Background: an optimization exercise with open tools, aiming at small area and a short achievable clock period. Do not read the settings as production practice. In this exercise RTL edits were held to simulation tests only and were not proved equivalent to the original. Power and IR drop assume default switching activity.

<file path="design/flow/design.v">
module adder_floating_point (
    input  logic [31:0] operand_normalized_ieee_a,
    input  logic [31:0] operand_normalized_ieee_b,
    input  logic        eff_sub,
    output logic [31:0] final_sum,
    output logic        zero,
    output logic        overflow,
    output logic        underflow
);
  logic        sa, sb;
  logic [7:0]  ea, eb;
  logic [22:0] ma, mb;
  assign sa = operand_normalized_ieee_a[31];
  assign ea = operand_normalized_ieee_a[30:23];
  assign eb = operand_normalized_ieee_b[30:23];
  assign ma = operand_normalized_ieee_a[22:0];
  assign mb = operand_normalized_ieee_b[22:0];
  assign sb = sa ^ eff_sub;
  logic [8:0]  q;
  logic        gt, e_eq, a_big;
  logic [7:0]  sh, e_big;
  assign q     = {1'b0, ea} + {1'b0, ~eb};
  assign gt    = q[8];
  assign e_eq  = &q[7:0];
  assign a_big = gt | (e_eq & (ma >= mb));
  assign e_big = gt ? ea : eb;
  assign sh    = q[7:0] ^ {8{~gt}};
  logic a_inf, b_inf, both_inf, one_inf;
  assign a_inf    = &ea;
  assign b_inf    = &eb;
  assign both_inf = a_inf & b_inf;
  assign one_inf  = a_inf ^ b_inf;
  logic [23:0] mx, my, my_sh;
  logic        sign;
  assign mx   = a_big ? {1'b1, ma} : {1'b1, mb};
  assign my   = gt ? {2'b01, mb[22:1]} : (a_big ? {1'b1, mb} : {1'b1, ma});
  assign sign = a_big ? sa : sb;
  logic drop;
  assign drop  = one_inf | (|sh[7:5]) | (&sh[4:3]);
  assign my_sh = drop ? 24'd0 : (my >> sh[4:0]);
  logic [24:0] s;
  logic [23:0] yb, p, g, c;
  assign yb = my_sh ^ {24{eff_sub}};
  assign p  = mx ^ yb;
  assign g  = mx & yb;
  always_comb begin
    logic [23:0] gg, pp;
    gg = g;
    pp = p;
    gg[0] = g[0] | (p[0] & eff_sub);
    for (int d = 1; d < 24; d = d * 2)
      for (int i = 2 * d - 1; i < 24; i += 2 * d) begin
        gg[i] = gg[i] | (pp[i] & gg[i-d]);
        pp[i] = pp[i] & pp[i-d];
      end
    for (int d = 8; d >= 1; d = d / 2)
      for (int i = 3 * d - 1; i < 24; i += 2 * d) begin
        gg[i] = gg[i] | (pp[i] & gg[i-d]);
        pp[i] = pp[i] & pp[i-d];
      end
    c = {gg[22:0], eff_sub};
    s = {gg[23], p ^ c};
  end
  logic [23:0] t;
  always_comb
    for (int i = 0; i < 24; i++)
      t[i] = s[i] | (e_big == 8'(23 - i));
  logic [4:0] lz;
  lzc24 u_lzc (.x(t), .n(lz));
  logic        carry;
  logic [23:0] s_l;
  logic [22:0] frac;
  logic [7:0]  e_n;
  assign carry = ~eff_sub & s[24] & ~both_inf;
  assign s_l   = s[23:0] << lz;
  always_comb begin
    if (carry) begin
      frac = s[23:1];
      e_n  = e_big + 8'd1;
    end else if (!eff_sub) begin
      frac = s[22:0];
      e_n  = e_big;
    end else begin
      frac = s_l[22:0];
      e_n  = e_big - {3'd0, lz};
    end
  end
  logic nan, zcase;
  assign nan   = both_inf & (eff_sub | s[23]);
  assign zcase = ~|s[23:0] & (eff_sub | ((e_big == 8'd0) & ~sa & ~operand_normalized_ieee_b[31]));
  always_comb begin
    final_sum[31]    = sign & ~zcase & ~nan;
    final_sum[30:23] = nan ? 8'hff : (zcase ? 8'd0 : e_n);
    final_sum[22:0]  = nan ? 23'd1 : frac;
    overflow  = &final_sum[30:23];
    underflow = (final_sum[30:23] == 8'd0) & ~(zcase & (e_big != 8'd0));
    zero      = ~|final_sum;
  end
endmodule
module lzc24 (
    input  logic [23:0] x,
    output logic [4:0]  n
);
  logic [31:0] w;
  logic [1:0]  c1 [16];
  logic        a1 [16];
  logic [1:0]  c2 [8];
  logic        a2 [8];
  logic [2:0]  c3 [4];
  logic        a3 [4];
  logic [3:0]  c4 [2];
  logic        a4 [2];
  assign w = {x, 8'hff};
  always_comb begin
    for (int i = 0; i < 16; i++) begin
      a1[i] = ~(w[2*i+1] | w[2*i]);
      c1[i] = {1'b0, ~w[2*i+1]};
    end
    for (int i = 0; i < 8; i++) begin
      a2[i] = a1[2*i+1] & a1[2*i];
      c2[i] = a1[2*i+1] ? {1'b1, c1[2*i][0]} : {1'b0, c1[2*i+1][0]};
    end
    for (int i = 0; i < 4; i++) begin
      a3[i] = a2[2*i+1] & a2[2*i];
      c3[i] = a2[2*i+1] ? {1'b1, c2[2*i]} : {1'b0, c2[2*i+1]};
    end
    for (int i = 0; i < 2; i++) begin
      a4[i] = a3[2*i+1] & a3[2*i];
      c4[i] = a3[2*i+1] ? {1'b1, c3[2*i]} : {1'b0, c3[2*i+1]};
    end
    n = a4[1] ? {1'b1, c4[0]} : {1'b0, c4[1]};
  end
endmodule
module fp_adder_top (
    input  logic        clk,
    input  logic        rst,
    input  logic        start,
    input  logic [31:0] operand_normalized_ieee_a,
    input  logic [31:0] operand_normalized_ieee_b,
    input  logic        op,
    output logic [31:0] final_sum,
    output logic        finish,
    output logic        zero,
    output logic        overflow,
    output logic        underflow
);
  logic [31:0] a_q, b_q;
  logic        eff_sub_q, valid_q;
  logic [31:0] sum_d;
  logic        zero_d, overflow_d, underflow_d;
  always_ff @(posedge clk) begin
    a_q       <= operand_normalized_ieee_a;
    b_q       <= operand_normalized_ieee_b;
    eff_sub_q <= operand_normalized_ieee_a[31] ^ operand_normalized_ieee_b[31] ^ op;
    if (rst) valid_q <= 1'b0;
    else     valid_q <= start;
  end
  adder_floating_point u_add (
      .operand_normalized_ieee_a(a_q),
      .operand_normalized_ieee_b(b_q),
      .eff_sub(eff_sub_q),
      .final_sum(sum_d),
      .zero(zero_d),
      .overflow(overflow_d),
      .underflow(underflow_d)
  );
  always_ff @(posedge clk) begin
    final_sum <= sum_d;
    zero      <= zero_d;
    overflow  <= overflow_d;
    underflow <= underflow_d;
    if (rst) finish <= 1'b0;
    else     finish <= valid_q;
  end
endmodule
</file>
<file path="design/flow/run.sh">
#!/bin/bash
# synth_recipe.tcl (not shown) runs the flow's synth.tcl, then flattens the netlist and writes it again
# the make line also repeats each setting of config.mk as NAME=value (left out here)
make -C /OpenROAD-flow-scripts/flow DESIGN_CONFIG=/design/flow/config.mk WORK_HOME=/design/flow/orfs CLKGATE_MAP_FILE= SYNTH_SCRIPT=/design/flow/synth_recipe.tcl finish
</file>
<file path="design/flow/config.mk">
export PLATFORM = sky130hd
export DESIGN_NAME = fp_adder_top
export DESIGN_NICKNAME = fp_adder_top
export VERILOG_FILES = /design/flow/design.v
export SDC_FILE = /design/flow/constraint.sdc
export NUM_CORES = 4
export LEC_CHECK = 0
export CAP_MARGIN = 20
export CORE_MARGIN = 2
export CORE_UTILIZATION = 40
export SLEW_MARGIN = 20
</file>
<file path="design/flow/constraint.sdc">
create_clock -name core_clock -period 40.0 [get_ports {clk}]
set_input_delay 8.0000 -clock core_clock [delete_from_list [all_inputs] [get_ports {clk}]]
set_output_delay 8.0000 -clock core_clock [all_outputs]
set_load 0.01 [all_outputs]
</file>
==> summary.txt, run 1 <==
Critical Path RT: 40270 ps
crit share post-route: 0.357
Slew HR: 0.307
DR pass1 iterations: 6
Synth Net Count: 1551
design area: 12000 sq um
Post-synth EDFFs: 0
commonest non-fill, non-tap cell in the layout: nand2_1
final setup fails: 0
flops & latches, synth: 102
mean routed wirelength per cell: 22.7 microns
Num CTS Buffers: 9
Pleak: 4.88 nW
largest net degree at the start of global routing: 64
Clk pin slew, worst setup/hold paths: 80 ps
Max IR drop VDD: 0.0304 mV
grt met3 use: 0.0472
setup repair bufs after CTS: 0
synthesized-area fraction occupied by adder cells: 0.104
Post-Route WL: 41000 microns
synthesized area: 10400 sq um
max incr delay on CP: 650 ps
Setup Skew: 12.3 ps
Highest Clock Rate: 0.0700 GHz
worst min-delay path startpoint: valid_q
Setup CP Type: reg2reg
largest family of logic cells by synthesized area: compound AO/OA/AOI/OAI gates
critical path data arrival time: 14550 ps
Fillers: 2629
worst reg2reg path depth: 57
top cell type's share of synthesized area: 0.196
Syn. warnings: 11
core area: 25800 sq um
Post-layout nets: 1615
Primary FF master, synth: dfxtp_1
vias per cell: 6.27
Tot Pwr: 817 uW
Placed Cells: 1793
flop-to-flop setup slack: 25720 ps
busiest grt layer: met2
Reg2Reg Launch Point: b_q[23]
RSZ-0062 raised after global routing: no
crit path time final: 14280 ps
grt ovf: 0
vias in the first global route: 10910
post-synthesis cell type count: 95
mux cell area share after synthesis: 0.0725
hold buffer count at cts: 0
Synth area leader: dfxtp_1
simple-gate share of the synthesized area: 0.223
RePlAce Congestion: 1.02
Syn Area/Cell: 7.41 sq um
Sink Count: 102
Root Buffer: clkbuf_16
Hold/Removal Path Class: reg2reg
hold_ws: 441 ps
drc violations: 0
top cells by area, synth: dfxtp_1 20%, ha_1 7.7%, nand2_1 5.8%
GRT Overall Usage: 0.301
fraction of layout cells with a size suffix above 1: 0.0659
CP Launch Type: flop
Crit path max-delay family: compound AO/OA/AOI/OAI gates
dpl hpwl: 32100 microns
PwrDens: 67.8 nW/um^2
Die Width: 165 microns
Die H: 165 microns
WP buf/inv: 6
initial antenna violation count: 0
CP Capture Type: flop
sequential-to-total area share from yosys stat: 0.196
Placed Area: 11800 sq um
met1 usage: 0.379
FF-to-FF End: zero
Worst Hold End: finish
Initial Util: 0.403
Cell Rows: 59
grt met2 use: 0.496
asr flop ratio synth: 0
Slew Limit Fails: 0
final hold vios: 0
max-cap violations: 0
Clock Latency Late Sink: 360 ps
Cells after Synth: 1405
Via Count: 11333
Area Growth Syn to Fin: 15.7%
status: finished clean
Least-Margin Pin Slew: 1020 ps
WHS Path Cells: 1
Final ANT Viol Nets: 0
crit path from: b_q[23]
die area: 27300 sq um
first-pass GRT wire length: 62800 microns
most repeated library cell on the critical path: o21ai_0
maximum buffer depth of the clock tree: 2
Starting DRT DRC Count: 1234
# IOs: 104
H-Tree Depth: 3
xor and xnor area share after synthesis: 0.0535
Non-Filler Instances: 1808
CP Max Fanout: 63
Gates resized, CTS repair: 0
post-synthesis compound-gate area fraction: 0.290
most frequent cells in the layout: 160 x nand2_1, 131 x nor2_1, 109 x o21ai_0
I/O Buffers: 103
final setup TNS: 0 ps
CTS tree: done
slowest CP cell: nor4bb_1
# diodes: 0
routing by layer:
| metal | routed length [microns] | part of all wire |
|---|---|---|
| met3 | 2660 | 0.065 |
| met4 | 2570 | 0.063 |
| met1 | 17200 | 0.42 |
| met2 | 18500 | 0.45 |
| met5 | 0 | 0 |
flip-flops by register name, summed over array words and instances, names as in the netlist:
name,cells
a_q,32
b_q,32
final_sum,32
eff_sub_q,1
finish,1
overflow,1
underflow,1
valid_q,1
zero,1
stage by stage:
stage          setup slack (ps)   util
2_1_floorplan             26960      -
3_3_place_gp              26030  0.455
3_5_place_dp              25990  0.455
4_1_cts                   25950  0.466
5_1_grt                   24880  0.466
6_report                  25720  0.466
cell usage after synthesis (all sizes together) (9+ instances only):
master and n:
xnor2 46, nor2 133, a21o 19, nor3 44, nor2b 12, dfxtp 102
nand2 160, nand4 21, nor4 16, nand2b 13, clkbuf 47, buf 29
a211oi 28, o211ai 35, a31oi 17, or3 9, o22ai 14, mux2 11
fa 14, nand3 41, o31ai 15, ha 64, mux2i 54, xor2 15
o221ai 11, inv 81, a21oi 77, o21ai 114, o2111ai 9, and3 13
worst reg2reg max path, delay by kind of cell, from the launching register on:
kind	cells	cell delay, ps
compound gates	28	6710
simple gates	15	3310
buf+inv	6	1500
xor+xnor	2	500
flops	1	360
fa+ha+maj	6	1780
worst max-delay path by stage:
stage               slack [ps]  cells after the start    to
global placement         26030                     57  zero
floorplan                26960                     66  zero
CTS                      25950                     57  zero
global route             24880                     59  zero
detailed placement       25990                     57  zero
finish                   25720                     57  zero
cell families after synthesis:
family          count (synthesis)
compound gates                441
simple gates                  495
fa+ha+maj                      78
mux                            69
flops                         102
buf+inv                       158
xor+xnor                       62
layout make-up:
| type | instances | area [sq um] | share of cell area |
|---|---|---|---|
| clock inverter | 6 | 58.8 | 0.00488 |
| inverter | 82 | 308 | 0.0256 |
| tap | 335 | 419 | 0.0348 |
| clock buffer | 9 | 225 | 0.0187 |
| timing repair buffer | 129 | 1230 | 0.102 |
| sequential | 102 | 2040 | 0.170 |
| multi-input combinational | 1145 | 7770 | 0.645 |
power by group:
| group | internal, mW | switching, mW | total, mW |
|---|---|---|---|
| clock network | 0.0431 | 0.0449 | 0.0880 |
| logic | 0.215 | 0.384 | 0.599 |
| registers | 0.122 | 0.00810 | 0.130 |
==> run 2: changes to the inputs <==
--- a/design/flow/config.mk
+++ b/design/flow/config.mk
@@ -8,4 +8,5 @@
 export CAP_MARGIN = 20
 export CORE_MARGIN = 2
-export CORE_UTILIZATION = 40
+export CORE_UTILIZATION = 70
+export PLACE_DENSITY = 0.8
 export SLEW_MARGIN = 20
==> run 2 against run 1 <==
  * Power shrank 3.0%
  * Core utilization grew 35 points
  * Critical path type unchanged
  * Flip-flop and latch count is the same
  * Critical path depth shrank 1
  * Synthesized area is the same
  * Routed wire length shrank 7.1%
  * First-iteration DRC count grew 110%
  * Still clean on timing, DRC and antenna
  * Largest power group unchanged
  * Design area shrank 1.8%
  * Cell count shrank 8.6%
  * Setup slack lost 29 ps
  * Via count grew 8.3%
==> summary.txt, run 2 <==
drc violations: 0
Placed Cells: 1636
H-Tree Depth: 3
Die H: 126 microns
Primary FF master, synth: dfxtp_1
M1 WL: 13700 microns
Slew Limit Fails: 0
Clk pin slew, worst setup/hold paths: 90 ps
max-cap violations: 0
initial antenna violation count: 0
Non-Filler Instances: 1653
sequential-to-total area share from yosys stat: 0.196
Post-synth EDFFs: 0
post-synthesis cell type count: 95
status: finished clean
RePlAce Congestion: 1.15
CTS tree: done
DR pass1 iterations: 10
combinational power share: 0.718
critical path data arrival time: 14600 ps
Setup Skew: 20.9 ps
Sink Count: 102
final setup fails: 0
asr flop ratio synth: 0
Least-Margin Pin Slew: 1020 ps
Synth Net Count: 1551
crit share post-route: 0.358
Top Registers: a_q: 32 flops, b_q: 32 flops, final_sum: 32 flops
Util after Layout: 0.814
Syn. warnings: 11
CP Capture Type: flop
CP Max Fanout: 63
top cell type's share of synthesized area: 0.196
GRT Overall Usage: 0.467
DR top layer: met4
Highest Clock Rate: 0.0699 GHz
Root Buffer: clkbuf_16
top cells by area, synth: dfxtp_1 20%, ha_1 7.7%, nand2_1 5.8%
WP buf/inv: 6
max incr delay on CP: 650 ps
Cell Rows: 44
first-pass GRT wire length: 59500 microns
commonest non-fill, non-tap cell in the layout: nand2_1
final hold vios: 0
most repeated library cell on the critical path: o21ai_0
die area: 15900 sq um
grt ovf: 0
Final ANT Viol Nets: 0
Critical Path RT: 40290 ps
most frequent cells after synthesis: 160 x nand2_1, 132 x nor2_1, 109 x o21ai_0
PwrDens: 67.0 nW/um^2
core area: 14500 sq um
setup repair bufs after CTS: 0
Post-layout nets: 1609
Psw: 414 uW
Gates resized, CTS repair: 0
Sw Share: 0.523
Via Count: 12273
Initial Util: 0.716
maximum buffer depth of the clock tree: 2
Num CTS Buffers: 9
hold_ws: 465 ps
RSZ-0062 raised after global routing: no
Starting DRT DRC Count: 2570
final setup TNS: 0 ps
Die Width: 126 microns
crit path time final: 14310 ps
Hold/Removal Path Class: reg2reg
Pleak: 4.86 nW
Syn Area/Cell: 7.41 sq um
DR WL met2: 15400 microns
vias in the first global route: 11029
I/O Buffers: 103
Tot Pwr: 793 uW
mean routed wirelength per cell: 23.0 microns
Clock Latency Late Sink: 380 ps
metal3 WL: 6660 microns
# IOs: 104
Max IR drop VDD: 0.0388 mV
slowest CP cell: ha_4
Synth area leader: dfxtp_1
vias per cell: 7.42
synthesized area: 10400 sq um
share of power burned in registers: 0.166
dpl hpwl: 28200 microns
Area Growth Syn to Fin: 13.6%
Slew HR: 0.313
CP Launch Type: flop
Cells after Synth: 1405
flops & latches, synth: 102
internal power: 378 uW
Fillers: 997
Crit path max-delay family: compound AO/OA/AOI/OAI gates
part of the power in the clock network: 0.116
most frequent cells in the layout: 160 x nand2_1, 131 x nor2_1, 109 x o21ai_0
hold buffer count at cts: 0
Post-Route WL: 38000 microns
largest net degree at the start of global routing: 64
fraction of layout cells with a size suffix above 1: 0.0613
Setup CP Type: reg2reg
most common cell in the netlist: nand2_1
[run 2: cell types whose count changed in the layout (fill, tap and decap cells not counted), sizes merged]
cell,before,now
clkbuf,9,10
clkinv,5,4
buf,26,20
diode,0,1
inv,82,84
clkinvlp,1,0
[run 2: logic make-up after synthesis]
logic type / count (synthesis) / synth area share
AO/OA/AOI/OAI: 441 / 0.290
XOR/XNOR: 62 / 0.0535
adder cells (fa/ha/maj): 78 / 0.104
buffers and inverters: 158 / 0.0612
flip-flops: 102 / 0.196
multiplexers: 69 / 0.0725
AND/OR/NAND/NOR: 495 / 0.223
[run 2: power by group through the flow]
stage / clock network, mW / logic (mW) / registers [mW]
floorplan: 0 / 0.365 / 0.140
global route: 0.0969 / 0.598 / 0.133
finish: 0.0918 / 0.569 / 0.132
CTS: 0.0914 / 0.534 / 0.131
global placement: 0 / 0.525 / 0.133
detailed placement: 0 / 0.530 / 0.134
[run 2: final cells by class]
| class | count | area (sq um) | share of cell area |
|---|---|---|---|
| Antenna cell | 1 | 2.50 | 0.000212 |
| Inverter | 82 | 308 | 0.0260 |
| Clock buffer | 10 | 239 | 0.0202 |
| Sequential cell | 102 | 2040 | 0.173 |
| Timing Repair Buffer | 123 | 1180 | 0.0998 |
| Tap cell | 184 | 230 | 0.0195 |
| Clock inverter | 6 | 62.6 | 0.00529 |
| Multi-Input combinational cell | 1145 | 7760 | 0.656 |
[run 2: per-layer routing]
metal | vias up | global-route usage
met2 | 1243 | 0.689
met4 | 0 | 0.200
met5 | - | 0
met3 | 293 | 0.182
li1 | 5301 | -
met1 | 5436 | 0.609
[run 2: final timing paths]
path	startpoint	endpoint	slack, ps	cells past startpoint
min	valid_q	finish	460	1
min reg2reg	valid_q	finish	460	1
max reg2reg	b_q[23]	zero	25700	56
max	b_q[23]	zero	25700	56
[run 2: worst register-to-register path: cells and delay by family, from the launching register on]
kind | cells | cell delay (ps)
xor+xnor | 1 | 280
flops | 1 | 370
simple gates | 16 | 3180
fa+ha+maj | 6 | 2390
mux | 1 | 220
buf+inv | 6 | 1630
compound gates | 26 | 6170
[run 2: per-stage QoR]
step / cell area [sq um] / setup slack [ps]
final: 11800 / 25700
after global routing: 11800 / 24950
after CTS: 11800 / 25840
after detailed placement: 11500 / 25990
after global placement: 11500 / 26530
after floorplan: 10400 / 26960

[separate check: timing with driven ports]
Ports are ideal in the flow. The routed layouts listed here were re-timed in OpenROAD. Step 1 sets driving cells, clkbuf_16 on the clock port and buf_2 on the other inputs (assumed; they add their load-dependent delay and slew). Step 2, shift: input delay + t, output delay - t, t = (earliest + latest rising clock arrival at the registers) / 2. This alone moves slack from input paths to output paths. Three values: no drivers, after step 1, after step 2; two values: the first two.
run | shift t [ns] | slack for setup (ns) | cell pins on the clock port's net
run 1 | 0.404 | 25.724 / 25.724 / 25.724 | 1
run 2 | 0.414 | 25.695 / 25.695 / 25.695 | 1
After both steps every run listed still meets setup and hold.
